From an optimization exercise on the open Yosys and OpenROAD flow, aimed at small area and a short achievable clock period; shortcuts taken in it are not production practice.
The RTL was checked by simulation tests, not by an equivalence proof against the original design.

==> flow/design.v, too long to show whole: its modules and the start of the top module <==
// module resampler_q15: 8875 lines
// module fa_cell: 4 lines
module resampler_q15 #(
    parameter TAP_COUNT = 9,
    parameter DATA_WIDTH = 16
)(
    input  logic                  clk,
    input  logic                  rst_n,
    input  logic signed [31:0]    ppm_in,
    input  logic [TAP_COUNT*DATA_WIDTH-1:0] coeffs,
    input  logic [DATA_WIDTH-1:0] data_in,
    input  logic                  data_in_valid,
    output logic                  data_in_ready,
    output logic [DATA_WIDTH-1:0] data_out,
    output logic                  data_out_valid
);
  // ...
==> flow/flow/run.sh <==
#!/bin/bash
# The standard layout (the standard.sh, ORFS synthesis to final), with:
# - the resizer's setup repair aimed below the clock period, so that it buffers
#   and sizes the design's long paths;
# - the synthesis buffers removed at floorplan, so that the resizer buffers
#   those nets itself;
# - the port buffers made as sky130_fd_sc_hd__buf_1 (the resizer sizes them up
#   where a path needs it).
# The SDC and every other setting are the standard flow's.
set -euo pipefail
bash standard.sh SETUP_SLACK_MARGIN=12.5 REMOVE_ABC_BUFFERS=1 \
  "BUFFER_PORTS_ARGS=-buffer_cell sky130_fd_sc_hd__buf_1" finish > standard_make.log 2>&1
==> flow/standard.sh <==
#!/bin/bash
# synth_recipe.tcl (not shown) runs the flow's synth.tcl, then flattens the netlist and writes it again
# the make line also repeats each setting of config.mk as NAME=value (left out here)
make -C /OpenROAD-flow-scripts/flow DESIGN_CONFIG=/design/flow/config.mk WORK_HOME=/design/flow/orfs CLKGATE_MAP_FILE= SYNTH_SCRIPT=/design/flow/synth_recipe.tcl "${@:-finish}"
==> flow/config.mk <==
export PLATFORM = sky130hd
export DESIGN_NAME = resampler_q15
export DESIGN_NICKNAME = resampler_q15
export VERILOG_FILES = /design/flow/design.v
export SDC_FILE = /design/flow/constraint.sdc
export NUM_CORES = 4
export LEC_CHECK = 0
export ABC_AREA = 1
export CAP_MARGIN = 20
export CORE_MARGIN = 2
export CORE_UTILIZATION = 65
export SLEW_MARGIN = 20
export SYNTH_HIERARCHICAL = 1
export SYNTH_MINIMUM_KEEP_SIZE = 0
==> flow/constraint.sdc <==
create_clock -name core_clock -period 19.0 [get_ports {clk}]
set_input_delay 3.8000 -clock core_clock [delete_from_list [all_inputs] [get_ports {clk}]]
set_output_delay 3.8000 -clock core_clock [all_outputs]
set_load 0.01 [all_outputs]
==> summary.txt, run 1 <==
status timing/DRC/antenna clean; width of the die 319 um; # IOs 213; vias in the first global route between 50,000 and 60,000; FF-to-FF path depth 23; Area Overhead vs Synth 5.66%; # hold bufs at CTS 0; Finished Core Util 69.3%; fin crit share between 30% and 40%; final setup TNS 0 ns; Root Buffer clkbuf_16; WL met3 21,300 um; Buf+Inv Stages, Crit Path 2; Signal buf overhead 3.28%; Final Hold Fails 0; # clk buffers slightly below 70; met2 Use GR between 60% and 70%; Cells after DPL between 8,000 and 9,000; Final min period ~6.5 ns; post-synthesis sequential area ratio between 15 and 20%; Initial Util 65.6%; Hold Path Depth 2; Filler cells 8,162; design area a little under 70,000 um^2; Placement Setup Slack 11.33 ns; Clock Tree Buf Depth 3; Setup crit end data_out[15]
==> run 2: changes to the inputs <==
--- a/flow/design.v
+++ b/flow/design.v
@@ -9,17 +9,17 @@
     input  logic [DATA_WIDTH-1:0] data_in,
     input  logic                  data_in_valid,
     output logic                  data_in_ready,
     output logic [DATA_WIDTH-1:0] data_out,
     output logic                  data_out_valid
 );
     logic signed [31:0] ppm_accum;
     logic [31:0] acc_next;       
-    logic overflow, shift;
+    logic overflow, shift, clr;
     logic [TAP_COUNT*DATA_WIDTH-1:0] creg;
     logic [15:0] x;
     logic [15:0] w0, w1, w2, w3, w4, w5, w6;
     logic [61:0] p1;
     logic [15:0] q;
     logic [45:0] yr;
     logic yc;
     assign data_in_ready = 1'b1;
@@ -8840,38 +8840,45 @@
     assign o4354 = x4209 ^ g4322;
     assign o4355 = x4210 ^ g4282;
     assign o4356 = x4211 ^ g4324;
     assign o4357 = x4212 ^ g4296;
     assign o4358 = x4213 ^ g4326;
     assign q = {o3671, o3669, o3667, o3665, o3663, o3661, o3659, o3657, o3655, o3653, o3651, o3649, o3647, o3645, o3643, o3641};
     assign acc_next = {o4358, o4357, o4356, o4355, o4354, o4353, o4352, o4351, o4350, o4349, o4348, o4347, o4346, o4345, o4344, o4343, o4342, o4341, o4340, o4339, o4338, o4337, o4336, o4335, o4334, o4333, o4332, o4331, o4330, o4329, o4328, x4182};
     always_ff @(posedge clk or negedge rst_n)
-        if (!rst_n) begin
+        if (!rst_n) clr <= 1'b1;
+        else clr <= 1'b0;
+    always_ff @(posedge clk)
+        if (clr) begin
             x <= '0;
             w0 <= 16'haaa6;
             w1 <= 16'hfffc;
             w2 <= 16'h5552;
             w3 <= 16'haaa8;
             w4 <= 16'hfffe;
             w5 <= 16'h5554;
             w6 <= 16'haaaa;
             p1 <= {62'b01001000001000001000001000001000001000001000000000000000000000};
-            yr <= '0;
-            yc <= 1'b0;
         end else if (shift) begin
             x <= data_in;
             w0 <= {o459, o457, o455, o453, o451, o449, o447, o445, o443, o441, o439, o437, o435, o433, o431, o429};
             w1 <= {o918, o916, o914, o912, o910, o908, o906, o904, o902, o900, o898, o896, o894, o892, o890, o888};
             w2 <= {o1377, o1375, o1373, o1371, o1369, o1367, o1365, o1363, o1361, o1359, o1357, o1355, o1353, o1351, o1349, o1347};
             w3 <= {o1836, o1834, o1832, o1830, o1828, o1826, o1824, o1822, o1820, o1818, o1816, o1814, o1812, o1810, o1808, o1806};
             w4 <= {o2295, o2293, o2291, o2289, o2287, o2285, o2283, o2281, o2279, o2277, o2275, o2273, o2271, o2269, o2267, o2265};
             w5 <= {o2754, o2752, o2750, o2748, o2746, o2744, o2742, o2740, o2738, o2736, o2734, o2732, o2730, o2728, o2726, o2724};
             w6 <= {o3197, o3195, o3193, o3191, o3189, o3187, o3185, o3183, o3181, o3179, o3177, o3175, o3173, o3171, o3169, o3167};
             p1 <= {g3470, p1_3333, p1_3332, p1_3331, p1_3316, p1_3330, p1_3315, q3439, p1_3329, h3438, c3437, q3411, s3437, c3436, c3409, s3436, c3435, s3409, s3435, c3434, c3405, s3434, c3433, c3403, s3433, c3432, s3403, s3432, c3431, s3401, s3431, c3430, s3399, s3430, c3429, s3397, s3429, c3428, s3395, s3428, c3427, s3393, s3427, c3426, s3391, s3426, c3425, s3389, s3425, c3424, s3387, s3424, c3423, s3385, s3423, c3422, s3383, s3422, c3421, c3378, s3421, c3420};
+        end
+    always_ff @(posedge clk or negedge rst_n)
+        if (!rst_n) begin
+            yr <= '0;
+            yc <= 1'b0;
+        end else if (shift) begin
             yr <= {h3946, c3945, s3945, c3944, s3944, c3943, s3943, c3942, s3942, c3941, s3941, c3940, s3940, c3939, s3939, c3938, s3938, c3937, s3937, c3936, s3936, c3935, s3935, c3934, s3934, c3933, s3933, c3932, s3932, c3931, s3931, c3930, s3930, c3929, s3929, c3928, s3928, c3927, s3927, c3926, s3926, c3925, s3925, c3924, s3924, c3923};
             yc <= g3974;
         end
     assign data_out = {o4149, o4147, o4145, o4143, o4141, o4139, o4137, o4135, o4133, o4131, o4129, o4127, o4125, o4123, o4121, o4119};
     assign data_out_valid = overflow;
 endmodule
 module fa_cell (input logic a, b, c, output logic s, co);
     assign s = a ^ b ^ c;
--- a/flow/config.mk
+++ b/flow/config.mk
@@ -4,11 +4,13 @@
 export VERILOG_FILES = /design/flow/design.v
 export SDC_FILE = /design/flow/constraint.sdc
 export NUM_CORES = 4
 export LEC_CHECK = 0
 export ABC_AREA = 1
 export CAP_MARGIN = 20
 export CORE_MARGIN = 2
 export CORE_UTILIZATION = 65
+export CTS_CLUSTER_DIAMETER = 100
+export CTS_CLUSTER_SIZE = 24
 export SLEW_MARGIN = 20
 export SYNTH_HIERARCHICAL = 1
 export SYNTH_MINIMUM_KEEP_SIZE = 0
==> run 2 against run 1 <==
  * Die area shrank 1.5%
  * Critical path depth shrank 2
==> summary.txt, run 2 <==
number of synthesized flops with an enable pin 0; Post-synth ARST share 19.3%; Routed WL roughly 200,000 um; # hold bufs at CTS 0 (unchanged); H-tree depth 1; initial antenna violation count 3; most used cell along the critical path nand3_2; GRT Resource Usage Total 38.5%; relative slew slack between 30% and 40%; Worst EP required 15.20 ns; n_diodes 0; width of the die 316 um (-0.76%); Port Buf Inserts 211; CP Class register to output port; hold_sp p1[0]; top cell family by delay on the critical path simple AND/OR/NAND/NOR gates; Layout Skew 0.0447 ns; first-pass GRT wire length between 300,000 and 400,000 um; routed vias 55,700; final setup TNS 0 ns (unchanged); WP data arrival 2.69 ns; Die Area 100,000 um^2; Synth Register Bits 414; met3 Use GR under 10%; Mapped Area approximately 63,000 um^2; leading cell types in the layout, fill and taps excluded xor2_1, o22ai_1, nand2_1; Worst Path Max Fanout 7; CTS Buf Count 31; Vias/cell 6.54; cell with the most instances after synthesis xor2_1; max-cap viol count 0; fin crit share 34.2% (-0.27 points); layout cells sized above 1 4.85%; Area Overhead vs Synth 4.93%; largest net degree at the start of global routing 203; Largest register FFs 144; Worst Setup SP yr[15]; XOR/XNOR Fraction of Synth Area 16.3%; Synth area leader fa_1; most common cell after layout, fill and taps aside xor2_1; cell count after synthesis ~7,400; Buf+Inv Stages, Crit Path 2 (unchanged); Crit-path slowest cell dfrtp_1; CP cell instances ha_4, nand4_1, buf_4, nor2_4, nand3_2, nand3_4, nand2_2, nand3_2, xor2_1, buf_2; Compound-Gate Fraction of Synth Area 16.7%; status timing/DRC/antenna clean; CP Capture Type output port; worst hold path type register to register; largest family of logic cells by synthesized area adder cells; Root Buffer clkbuf_16; DRT Pass-1 Iters 6; clk latency of the worst-skew pair 0.71 ns; Reg clk slew, reported paths 0.10 ns; Final Hold Fails 0 (unchanged); Placer Congestion 0.883; Antenna Nets Post-Route 0; grt ovf 0; Die Y 316 um; final routed DRC violation total 0; Filler cells 8,020 (-1.7%); Final #Nets a little under 9,000; Sink Count around 410; Synth cell types 54; Top reg by flops creg; Final min period 6.49 ns (-0.0516 ns); slew at the pin closest to its max-slew limit 1.03 ns; Core ar. 96,700 um^2; largest stage delay on the critical path about 0.42 ns; Layout Cells excl Fill 8,515; post-synthesis sequential area ratio 13.7% (-1.4 points); most crowded layer after global routing met2; vias in the first global route 55,300 (-1.9%); worst hold slack between 0.4 and 0.5 ns; Cells after DPL 8,402 (-0.69%); Clock Tree Buf Depth 3 (unchanged); met2 Use GR 59.8% (-1.7 points); Synth Area in Adders 35.3%; met1 Usage GRT 53.5%; # IOs 213 (unchanged); r2r startpoint x[1]; RSZ-0062 raised after global routing yes; largest cells by area after synthesis fa_1, xor2_1, dfxtp_1; Slew Viols, Final 0; mux contribution to synthesized area 0%; syn_area_per_cell 8.55 um^2; CTS tree done; Avg WL per Cell about 23 um; DRT iter0 DRCs 6,347; Yosys top cell area share 28.2%; Synth Area in Simple Gates a little over a tenth; Max Freq roughly 150 MHz; Commonest cells post-synth xor2_1, o22ai_1, nand2_1; Synth Flop Type dfxtp_1; Detail Placement HPWL 126,000 um; CP Launch Type register; Ys Warns 7; # setup viols final 0; biggest registers after layout creg: 144 flops, p1: 62 flops, yr: 46 flops; row cnt 114; Initial Util 65.6% (about the same)
## run 2: cell count changes after synthesis, sizes merged, moves of 24 or more
cell and delta:
nor2 +42, clkbuf +39, dfrtp -116, dfstp -73, nand2 -305, dfxtp +190
a21oi +180, o21ai +24
## run 2: cell families after synthesis
logic type	Yosys count
other	2
and+or+nand+nor	1682
AOI/OAI and AO/OA	1761
xor gates and xnor gates	1181
DFF	414
buffers and inverters	1131
adders and majority gates	1253
## run 2: Yosys stat by module, one instance, submodules excluded
| module | area, um^2 | cells inside |
|---|---|---|
| fa_cell | 20.0 | 1 |
| resampler_q15 | 46000 | 6553 |
## run 2: final cells by class
cell class                      count  area (um^2)  area share [%]
Inverter                          521         2010            3.02
Tap cell                         1276         1600            2.40
Multi-Input combinational cell   5880        50700            76.2
Clock buffer                       35          801            1.20
Clock inverter                     23          339           0.509
Sequential cell                   414         8720            13.1
Timing Repair inverter              2         10.0          0.0150
Timing Repair Buffer              364         2390            3.59
## run 2: stage by stage
stage / setup WS [ns] / instance area [um^2] / util [%]
5_1_grt: 12.41 / 66600 / 68.8
3_5_place_dp: 11.26 / 64300 / 66.5
6_report: 12.51 / 66600 / 68.8
4_1_cts: 12.48 / 66000 / 68.2
3_3_place_gp: 11.41 / 64300 / 66.5
2_1_floorplan: 5.33 / 60900 / -
## run 2: path summary, 6_finish.rpt
kind                                      end  slack [ns]  depth (start not counted)
worst max-delay path             data_out[14]       12.51                         10
worst min-delay path                    p1[0]        0.47                          2
worst max register to register         w5[10]       12.67                         26
worst min register to register          p1[0]        0.47                          2
max in group asynchronous               yr[2]       14.85                          2
min in group asynchronous       ppm_accum[14]        3.02                          1
## run 2: timing repair
item	4_1_cts	5_1_grt
pin swaps	15	27
buffers inserted	23	28
setup endpoints to repair	133	100
cloned	2	2
resized for setup	68	85
## run 2: worst min-delay path: cells and delay by family (launching register included)
family	cells	cell delay, ns
AND/OR/NAND/NOR	1	0.06
AO/OA/AOI/OAI	1	0.05
flip-flops	1	0.32
## run 2: layer usage
layer	vias up	routed length (um)
met1	27100	78900
met5	-	13
met4	2	7930
met3	606	22200
met2	3418	86800
li1	24600	-
==> run 3: changes to the inputs <==
--- a/flow/flow/run.sh
+++ b/flow/flow/run.sh
@@ -8,5 +8,5 @@
 #   where a path needs it).
 # The SDC and every other setting are the standard flow's.
 set -euo pipefail
-bash standard.sh SETUP_SLACK_MARGIN=12.5 REMOVE_ABC_BUFFERS=1 \
+bash standard.sh SETUP_SLACK_MARGIN=12.8 REMOVE_ABC_BUFFERS=1 \
   "BUFFER_PORTS_ARGS=-buffer_cell sky130_fd_sc_hd__buf_1" finish > standard_make.log 2>&1
==> run 3 against run 2 <==
  * Cell area is 1.1% higher
  * Largest cell class unchanged
  * Die area unchanged
  * Still clean on timing, DRC and antenna
  * Clock-buffer cell count is the same
  * Synthesized cell count unchanged
  * Critical path depth decreased by 1
==> summary.txt, run 3 <==
Area Overhead vs Synth 6.12%; Largest register FFs 144 (unchanged); Vias/cell 6.54 (about the same); slew at the pin closest to its max-slew limit 1.06 ns (+0.0214 ns); most used cell along the critical path nand4_1; Initial Util 65.6% (unchanged); Post-synth ARST share 19.3% (unchanged); Worst Path Max Fanout 3 (-4); vias in the first global route 55,600 (+0.44%); DRT iter0 DRCs 6,676 (+5.2%); largest net degree at the start of global routing 203 (unchanged); width of the die 316 um (unchanged); Reg clk slew, reported paths 0.09 ns (about the same); CP cell instances ha_4, nand4_1, nor2_4, buf_6, buf_4, nand4_1, nand3_1, xor2_1, buf_2; CTS Buf Count 31 (unchanged); Synth cell types 54 (unchanged); worst hold path type register to register; Yosys top cell area share 28.2% (unchanged); Avg WL per Cell 23.3 um (+1.3%); # hold bufs at CTS 0 (unchanged); Die Area 100,000 um^2 (unchanged); CP Capture Type output port; Clock Tree Buf Depth 3 (unchanged); Sink Count 414 (unchanged); Final #Nets 8,683 (+0.24%); Final min period 6.59 ns (+0.0930 ns); CP Launch Type register; FF-to-FF path depth 23 (-12%); Core ar. 96,700 um^2 (unchanged); Slew Viols, Final 0 (unchanged); max-cap viol count 0 (unchanged); clk latency of the worst-skew pair 0.71 ns (about the same); Max Freq 152 MHz (-1.4%); Filler cells 7,905 (-1.4%); largest stage delay on the critical path 0.42 ns (about the same); Antenna Nets Post-Route 0 (unchanged); Root Buffer clkbuf_16; layout cells sized above 1 5.76% (+0.91 points); Commonest cells post-synth xor2_1, o22ai_1, nand2_1; GRT Resource Usage Total 38.8% (+0.24 points); Detail Placement HPWL 126,000 um (unchanged); routed vias 55,900 (+0.24%); Hold Path Depth 2 (unchanged); Mapped Area 63,400 um^2 (unchanged); status timing/DRC/antenna clean; # IOs 213 (unchanged); top cell family by delay on the critical path simple AND/OR/NAND/NOR gates; Layout Skew 0.0441 ns (-0.000606 ns); Buf+Inv Stages, Crit Path 3 (+1); cell with the most instances after synthesis xor2_1; Worst EP required 15.20 ns (about the same); Synth Flop Type dfxtp_1; final routed DRC violation total 0 (unchanged); relative slew slack 29.6% (-1.4 points); Synth Area in Adders 35.3% (unchanged); Compound-Gate Fraction of Synth Area 16.7% (unchanged); multi-input logic area 51,000 um^2 (+0.50%); initial antenna violation count 2 (-1); Synth Register Bits 414 (unchanged); syn_area_per_cell 8.55 um^2 (unchanged); leading cell types in the layout, fill and taps excluded xor2_1, o22ai_1, nand2_1; Synth area leader fa_1; Routed WL 199,000 um (+1.6%); fin crit share 34.7% (+0.49 points); Placement Setup Slack 11.26 ns (unchanged); first-pass GRT wire length 308,000 um (+0.55%); DRT Pass-1 Iters 9 (+3); largest family of logic cells by synthesized area adder cells; Placer Congestion 0.883 (unchanged); mux contribution to synthesized area 0% (unchanged); # setup viols final 0 (unchanged); CTS tree done; n_diodes 0 (unchanged); Final Hold Fails 0 (unchanged); row cnt 114 (unchanged); Top reg by flops creg; most common cell after layout, fill and taps aside xor2_1; WP data arrival 2.79 ns (+0.10 ns); H-tree depth 1 (unchanged); CP Class register to output port; largest cells by area after synthesis fa_1, xor2_1, dfxtp_1; Port Buf Inserts 211 (unchanged); number of synthesized flops with an enable pin 0 (unchanged); XOR/XNOR Fraction of Synth Area 16.3% (unchanged); Synth Area in Simple Gates 10.9% (unchanged); Crit-path slowest cell dfrtp_1; post-synthesis sequential area ratio 13.7% (unchanged); Ys Warns 7 (unchanged); final setup TNS 0 ns (unchanged); Final Worst Setup Slack 12.41 ns (-0.0930 ns); grt ovf 0 (unchanged); biggest registers after layout creg: 144 flops, p1: 62 flops, yr: 46 flops; cell count after synthesis 7,424 (unchanged); RSZ-0062 raised after global routing yes; register area 8720 um^2 (unchanged); Die Y 316 um (unchanged); WP depth 9 (-1)
## run 3: cell types whose count changed in the layout (fill, tap and decap cells not counted), sizes merged
cell      delta
inv          +3
clkinv       -1
buf         +18
clkinvlp     -2
clkbuf       +2
nand2        +1
## run 3: what timing repair did
item,4_1_cts,5_1_grt
pin swaps,29,30
resized for setup,142,131
setup buffers,35,30
setup endpoints to repair,157,118
gates cloned,2,9
## run 3: final timing paths
path | from | endpoint | slack (ns)
max in group asynchronous | rst_n | yr[2] | 14.84
min | p1[0] | p1[0] | 0.48
max | yr[6] | data_out[6] | 12.41
min in group asynchronous | rst_n | ppm_accum[14] | 3.03
max reg2reg | x[1] | w5[12] | 12.98
min reg2reg | p1[0] | p1[0] | 0.48
## run 3: per-stage QoR
step	cells	utilization (%)	hold WS [ns]	instance area [um^2]
2_1_floorplan	6814	-	0.443	60900
3_3_place_gp	8402	66.5	0.454	64300
3_5_place_dp	8402	66.5	0.460	64300
4_1_cts	8497	68.6	0.476	66400
5_1_grt	8536	69.6	0.492	67300
6_report	8536	69.6	0.477	67300
## run 3: area by class of cell
cell class / count / share of cell area [%]
clock buffer: 35 / 1.19
clock inverter: 23 / 0.504
inverter: 521 / 2.99
multi-input combinational: 5881 / 75.7
sequential: 414 / 13.0
tap: 1276 / 2.37
timing repair buffer: 384 / 4.29
timing repair inverter: 2 / 0.0149
## run 3: tightest hold or removal path: cells and delay by family, from the launching register on
family | cells | cell delay (ns)
flip-flops | 1 | 0.32
AND/OR/NAND/NOR | 1 | 0.06
AO/OA/AOI/OAI | 1 | 0.05
## run 3: metal layers
layer  track usage (%)  up-vias  share of wire, %
li1                  -    24700                 -
met1              53.5    27200                40
met2              60.1     3424                44
met3              8.48      579                11
met4              14.3        4               3.8
met5                 0        -             0.042
## run 3: modules after synthesis, one instance, submodules excluded
module         cells  cell area [um^2]
fa_cell            1              20.0
resampler_q15   6553             46000
## run 3: kinds of logic after synthesis
| group | Yosys count |
|---|---|
| AOI/OAI and AO/OA | 1761 |
| and+or+nand+nor | 1682 |
| adders and majority gates | 1253 |
| xor gates and xnor gates | 1181 |
| buffers and inverters | 1131 |
| DFF | 414 |
| other | 2 |
==> run 4: changes to the inputs <==
--- a/flow/flow/run.sh
+++ b/flow/flow/run.sh
@@ -8,5 +8,5 @@
 #   where a path needs it).
 # The SDC and every other setting are the standard flow's.
 set -euo pipefail
-bash standard.sh SETUP_SLACK_MARGIN=12.8 REMOVE_ABC_BUFFERS=1 \
+bash standard.sh SETUP_SLACK_MARGIN=12.2 REMOVE_ABC_BUFFERS=1 \
   "BUFFER_PORTS_ARGS=-buffer_cell sky130_fd_sc_hd__buf_1" finish > standard_make.log 2>&1
==> run 4 against run 3 <==
  * Still clean on timing, DRC and antenna
  * Register-to-register slack got worse by 0.53 ns
  * Via count shrank 1.1%
  * Utilization down 1.6 points
  * Flip-flop and latch count unchanged
  * Sequential share of layout area rose by 0.30 points
  * Worst hold slack worse by 0.0026 ns
  * Synthesized cell count did not move
  * Global-route usage fell by 0.45 points
  * Critical endpoint is now data_out[15]
  * Highest routed layer unchanged
==> summary.txt, run 4 <==
Synth Flop Type dfxtp_1; CTS tree done; Post-synth ARST share 19.3% (unchanged); Largest register FFs 144 (unchanged); vias in the first global route 55,200 (-0.66%); most used cell along the critical path nand2_1; Cells after DPL 8,402 (unchanged); Worst EP required 15.20 ns (about the same); CP cell instances ha_1, a21oi_1, o21ai_1, nand2_1, nand3_2, nand2_1, nand3_4, nand3_1, nand2_1, xor2_1, clkbuf_2; Reg clk slew, reported paths 0.09 ns (about the same); DRT iter0 DRCs 5,904 (-12%); Finished Core Util 68.0% (-1.6 points); worst hold slack 0.474 ns (-0.00263 ns); Clock Tree Buf Depth 3 (unchanged); final setup TNS 0 ns (unchanged); H-tree depth 1 (unchanged); max-cap viol count 0 (unchanged); Mapped Area 63,400 um^2 (unchanged); syn_area_per_cell 8.55 um^2 (unchanged); WP depth 11 (+2); Port Buf Inserts 211 (unchanged); Synth area leader fa_1; Placement Setup Slack 11.26 ns (unchanged); Setup crit end data_out[15]; Layout Cells excl Fill 8,471 (-0.76%); Slew Viols, Final 0 (unchanged); worst hold path type register to register; Layout Skew 0.0440 ns (-0.0000694 ns); width of the die 316 um (unchanged); Die Y 316 um (unchanged); largest net degree at the start of global routing 203 (unchanged); top cell family by delay on the critical path simple AND/OR/NAND/NOR gates; post-synthesis sequential area ratio 13.7% (unchanged); Detail Placement HPWL 126,000 um (unchanged); Worst Path Max Fanout 7 (+4); Die Area 100,000 um^2 (unchanged); Area Overhead vs Synth 3.71%; Initial Util 65.6% (unchanged); DRT Pass-1 Iters 6 (-3); first-pass GRT wire length 305,000 um (-1.0%); Worst Setup SP yr[2]; CTS Buf Count 31 (unchanged); Final min period 6.65 ns (+0.0634 ns); XOR/XNOR Fraction of Synth Area 16.3% (unchanged); Ys Warns 7 (unchanged); largest family of logic cells by synthesized area adder cells; Final #Nets 8,617 (-0.76%); largest stage delay on the critical path 0.39 ns (-0.03 ns); flop2flop setup slack 12.45 ns (-0.53 ns); CP Capture Type output port; FF-to-FF path depth 27 (+17%); Synth Area in Simple Gates 10.9% (unchanged); Compound-Gate Fraction of Synth Area 16.7% (unchanged); Vias/cell 6.52 (-0.37%); # IOs 213 (unchanged); RSZ-0062 raised after global routing no; WP data arrival 2.85 ns (+0.06 ns); biggest registers after layout creg: 144 flops, p1: 62 flops, yr: 46 flops; CP Launch Type register; Commonest cells post-synth xor2_1, o22ai_1, nand2_1; Root Buffer clkbuf_16; Synth Register Bits 414 (unchanged); cell count after synthesis 7,424 (unchanged); grt ovf 0 (unchanged); Antenna Nets Post-Route 0 (unchanged); initial antenna violation count 2 (unchanged); mux contribution to synthesized area 0% (unchanged); Routed WL 193,000 um (-2.9%); routed vias 55,200 (-1.1%); relative slew slack 30.0% (+0.39 points); Placer Congestion 0.883 (unchanged); Synth cell types 54 (unchanged); slew at the pin closest to its max-slew limit 1.05 ns (-0.00583 ns); status timing/DRC/antenna clean; Synth Area in Adders 35.3% (unchanged); CP Class register to output port; Final Worst Setup Slack 12.35 ns (-0.0634 ns); Worst R2R End w3[10]; Avg WL per Cell 22.8 um (-2.1%); Max Freq 150 MHz (-0.95%); largest cells by area after synthesis fa_1, xor2_1, dfxtp_1; Final Hold Fails 0 (unchanged); number of synthesized flops with an enable pin 0 (unchanged); cell with the most instances after synthesis xor2_1; Sink Count 414 (unchanged); # hold bufs at CTS 0 (unchanged); most common cell after layout, fill and taps aside xor2_1; r2r startpoint x[1]; layout cells sized above 1 3.54% (-2.2 points); Buf+Inv Stages, Crit Path 1 (-2); clk latency of the worst-skew pair 0.71 ns (about the same); Yosys top cell area share 28.2% (unchanged); fin crit share 35.0% (+0.33 points); final routed DRC violation total 0 (unchanged); leading cell types in the layout, fill and taps excluded xor2_1, o22ai_1, nand2_1; Crit-path slowest cell dfrtp_1; # setup viols final 0 (unchanged); Core ar. 96,700 um^2 (unchanged); row cnt 114 (unchanged); Top reg by flops creg; GRT Resource Usage Total 38.3% (-0.45 points)
run 4: how the worst min path moves through the flow:
stage	start	slack [ns]	cells after the start	to
after floorplan	ppm_accum[0]	0.44	1	ppm_accum[0]
after global placement	ppm_accum[0]	0.45	1	ppm_accum[0]
after detailed placement	ppm_accum[0]	0.46	1	ppm_accum[0]
after CTS	p1[0]	0.48	2	p1[0]
after global routing	ppm_accum[0]	0.49	1	ppm_accum[0]
final	p1[0]	0.47	2	p1[0]
run 4: layout make-up:
| type | count | area [um^2] |
|---|---|---|
| fillers | 8128 | 30900 |
| inverters | 521 | 2000 |
| well taps | 1276 | 1600 |
| clock inverters | 23 | 339 |
| repair buffers | 321 | 1880 |
| repair inverters | 1 | 5.00 |
| multi-input cells | 5879 | 50400 |
| clock buffers | 35 | 801 |
| flip-flops and latches | 414 | 8720 |
| diodes | 1 | 2.50 |
run 4: routing by layer:
metal  track usage, %  part of all wire [%]  routed length [um]
met5                0                0.0072                  14
met4             13.6                   3.8                7320
met3             7.59                    11               20600
met2             59.7                    44               85800
met1             53.5                    41               79500
run 4: kinds of logic after synthesis:
kind of cell / count (synthesis)
AOI/OAI and AO/OA: 1761
and+or+nand+nor: 1682
adders and majority gates: 1253
xor gates and xnor gates: 1181
buffers and inverters: 1131
DFF: 414
other: 2
run 4: tightest hold or removal path, stage by stage (launching register included):
cell and delay, ns:
dfxtp_1 0.32, nand2_1 0.06, a21oi_1 0.05
run 4: what timing repair did:
action / 4_1_cts / 5_1_grt
resized for setup: 21 / 44
cloned: 0 / 1
buffers inserted: 5 / 4
endpoints found under the setup margin: 101 / 84
pin swaps: 3 / 2
run 4: Yosys stat by module (local to each module, per instance):
module / area, um^2 / flip-flops and latches / cells / times used
fa_cell: 20.0 / 0 / 1 / 871
resampler_q15: 46000 / 414 / 6553 / 1
run 4: per-stage QoR:
stage	area, um^2
2_1_floorplan	60900
3_3_place_gp	64300
3_5_place_dp	64300
4_1_cts	65600
5_1_grt	65800
6_report	65800
==> run 5: changes to the inputs <==
--- a/flow/flow/run.sh
+++ b/flow/flow/run.sh
@@ -8,5 +8,5 @@
 #   where a path needs it).
 # The SDC and every other setting are the standard flow's.
 set -euo pipefail
-bash standard.sh SETUP_SLACK_MARGIN=12.2 REMOVE_ABC_BUFFERS=1 \
+bash standard.sh SETUP_SLACK_MARGIN=12.5 REMOVE_ABC_BUFFERS=1 \
   "BUFFER_PORTS_ARGS=-buffer_cell sky130_fd_sc_hd__buf_1" finish > standard_make.log 2>&1
--- a/flow/config.mk
+++ b/flow/config.mk
@@ -11,6 +11,7 @@
 export CORE_UTILIZATION = 65
 export CTS_CLUSTER_DIAMETER = 100
 export CTS_CLUSTER_SIZE = 24
+export GPL_ROUTABILITY_DRIVEN = 0
 export SLEW_MARGIN = 20
 export SYNTH_HIERARCHICAL = 1
 export SYNTH_MINIMUM_KEEP_SIZE = 0
==> run 5 against run 4 <==
  * Clock skew is 0.00068 ns higher
  * Worst hold slack about the same
  * First-iteration DRC count grew 7.5%
  * Still clean
  * Critical path depth down 1
  * Synthesized cell count did not move
  * Die area did not move
  * Largest cell class unchanged
  * Flip-flop and latch count is the same
  * Cell area grew 1.2%
  * Critical endpoint is now data_out[14]
==> summary.txt, run 5 <==
Reg clk slew, reported paths 0.10 ns (about the same); first-pass GRT wire length 307,000 um (+0.48%); grt ovf 0 (unchanged); CP Launch Type register; CTS tree done; n_diodes 0 (-1); H-tree depth 1 (unchanged); CP Capture Type output port; Die Y 316 um (unchanged); relative slew slack 31.1% (+1.0 points); Synth cell types 54 (unchanged); Slew Viols, Final 0 (unchanged); Layout Skew 0.0447 ns (+0.000675 ns); Commonest cells post-synth xor2_1, o22ai_1, nand2_1; syn_area_per_cell 8.55 um^2 (unchanged); Routed WL 196,000 um (+1.3%); Largest register FFs 144 (unchanged); final setup TNS 0 ns (unchanged); Synth Register Bits 414 (unchanged); Final Hold Fails 0 (unchanged); Yosys top cell area share 28.2% (unchanged); Synth Flop Type dfxtp_1; Top reg by flops creg; Sink Count 414 (unchanged); Mapped Area 63,400 um^2 (unchanged); fin crit share 34.2% (-0.82 points); number of synthesized flops with an enable pin 0 (unchanged); RSZ-0062 raised after global routing yes; GRT Resource Usage Total 38.5% (+0.21 points); final routed DRC violation total 0 (unchanged); # IOs 213 (unchanged); vias in the first global route 55,300 (+0.22%); layout cells sized above 1 4.85% (+1.3 points); Antenna Nets Post-Route 0 (unchanged); Worst EP required 15.20 ns (about the same); leading cell types in the layout, fill and taps excluded xor2_1, o22ai_1, nand2_1; # hold bufs at CTS 0 (unchanged); DRT iter0 DRCs 6,347 (+7.5%); Final #Nets 8,662 (+0.52%); Port Buf Inserts 211 (unchanged); Worst Path Max Fanout 7 (unchanged); Die Area 100,000 um^2 (unchanged); Area Overhead vs Synth 4.93%; post-synthesis sequential area ratio 13.7% (unchanged); worst hold path type register to register; met1 wire length 78,900 um (-0.68%); Final Worst Setup Slack 12.51 ns (+0.156 ns); cell with the most instances after synthesis xor2_1; WL met2 86,800 um (+1.1%); CTS Buf Count 31 (unchanged); cell count after synthesis 7,424 (unchanged); # setup viols final 0 (unchanged); WP data arrival 2.69 ns (-0.16 ns); Ys Warns 7 (unchanged); Clock Tree Buf Depth 3 (unchanged); routed vias 55,700 (+0.90%); Max Freq 154 MHz (+2.4%); DR top layer met5; Root Buffer clkbuf_16; max-cap viol count 0 (unchanged); Final min period 6.49 ns (-0.156 ns); CP Class register to output port; row cnt 114 (unchanged); initial antenna violation count 3 (+1); width of the die 316 um (unchanged); DRT Pass-1 Iters 6 (unchanged); most common cell after layout, fill and taps aside xor2_1; Vias/cell 6.54 (+0.38%); clk latency of the worst-skew pair 0.71 ns (about the same); Synth area leader fa_1; WL met3 22,200 um (+7.7%); biggest registers after layout creg: 144 flops, p1: 62 flops, yr: 46 flops; largest cells by area after synthesis fa_1, xor2_1, dfxtp_1; largest net degree at the start of global routing 203 (unchanged); slew at the pin closest to its max-slew limit 1.03 ns (-0.0156 ns); Placement Setup Slack 11.26 ns (unchanged); Initial Util 65.6% (unchanged); Core ar. 96,700 um^2 (unchanged); Avg WL per Cell 23.0 um (+0.82%); status timing/DRC/antenna clean; Post-synth ARST share 19.3% (unchanged); Detail Placement HPWL 126,000 um (unchanged)
==> run 5: logic make-up (layout without fill, tap and decap cells) <==
logic type	after synthesis	count (layout)	share of synthesized area, %
buffers and inverters	1131	945	7.11
DFF	414	414	13.7
xor gates and xnor gates	1181	1181	16.3
AOI/OAI and AO/OA	1761	1761	16.7
other	2	2	0.0118
and+or+nand+nor	1682	1683	10.9
adders and majority gates	1253	1253	35.3
==> run 5: what timing repair did <==
action / 4_1_cts / 5_1_grt
gates resized for setup: 68 / 85
setup buffers: 23 / 28
endpoints found under the setup margin: 133 / 100
gates cloned: 2 / 2
pin swaps: 15 / 27
==> run 5: per-stage QoR <==
stage | utilization (%) | hold WS [ns] | instance area (um^2) | instances
after floorplan | - | 0.443 | 60900 | 6814
after global placement | 66.5 | 0.454 | 64300 | 8402
after detailed placement | 66.5 | 0.460 | 64300 | 8402
after CTS | 68.2 | 0.476 | 66000 | 8485
after global routing | 68.8 | 0.492 | 66600 | 8515
final | 68.8 | 0.474 | 66600 | 8515
==> run 5: worst paths after layout <==
path	startpoint	cells after the start	to	slack, ns
worst max register to register	x[1]	26	w5[10]	12.67
max in group asynchronous	rst_n	2	yr[2]	14.85
worst min register to register	p1[0]	2	p1[0]	0.47
worst min-delay path	p1[0]	2	p1[0]	0.47
min in group asynchronous	rst_n	1	ppm_accum[14]	3.02
worst max-delay path	yr[15]	10	data_out[14]	12.51
==> run 5: final cells by class <==
cell class / instances / area, um^2
clock buffer: 35 / 801
clock inverter: 23 / 339
fill: 8020 / 30100
inverter: 521 / 2010
multi-input combinational: 5880 / 50700
sequential: 414 / 8720
tap: 1276 / 1600
timing repair buffer: 364 / 2390
timing repair inverter: 2 / 10.0
==> run 5: critical path: stages (launching register included) <==
cell and delay, ns:
dfrtp_1 0.42, ha_4 0.30, nand4_1 0.13, buf_4 0.17, nor2_4 0.18, nand3_2 0.12, nand3_4 0.18, nand2_2 0.08
nand3_2 0.06, xor2_1 0.17, buf_2 0.16
==> run 5: modules after synthesis, one instance, submodules excluded <==
module         cells  flops+latches
fa_cell            1              0
resampler_q15   6553            414
==> run 5: layer usage <==
layer  GRT usage [%]  vias to the layer above
met1            53.5                    27100
met4            14.2                        2
met2            59.8                     3418
li1                -                    24600
met5               0                        -
met3            7.93                      606

[separate check: timing with driven ports]
No port has a modelled driver above. Below, the same layouts with a new extraction and two added sets of constraints. Step 1 (the two cells are an assumption about what drives the block):
set clk [get_ports {clk}]
set_driving_cell -lib_cell sky130_fd_sc_hd__clkbuf_16 $clk
set_driving_cell -lib_cell sky130_fd_sc_hd__buf_2 [delete_from_list [all_inputs] $clk]
Step 2 times the ports against the registers' clock, not the clock port: input delays grow and output delays shrink by t, the midpoint of the rising clock arrivals with the driver on. Slacks: ideal ports / drivers / drivers and shift; pairs: ideal ports / drivers.
| run | t (ns) | setup WS [ns] | hold WS [ns] |
|---|---|---|---|
| run 1 | 0.748 | 12.454 / 12.378 / 11.878 | 0.473 / 0.473 / 0.473 |
| run 2 | 0.764 | 12.506 / 12.429 / 11.826 | 0.474 / 0.474 / 0.474 |
| run 3 | 0.760 | 12.413 / 12.337 / 12.126 | 0.477 / 0.477 / 0.477 |
| run 4 | 0.760 | 12.350 / 12.274 / 11.642 | 0.474 / 0.474 / 0.474 |
| run 5 | 0.764 | 12.506 / 12.429 / 11.826 | 0.474 / 0.474 / 0.474 |
After both steps setup and hold are still met in every run listed. For run 4, which loses most, drivers alone change the setup slack by -0.076 ns; drivers and shift together by -0.708 ns.
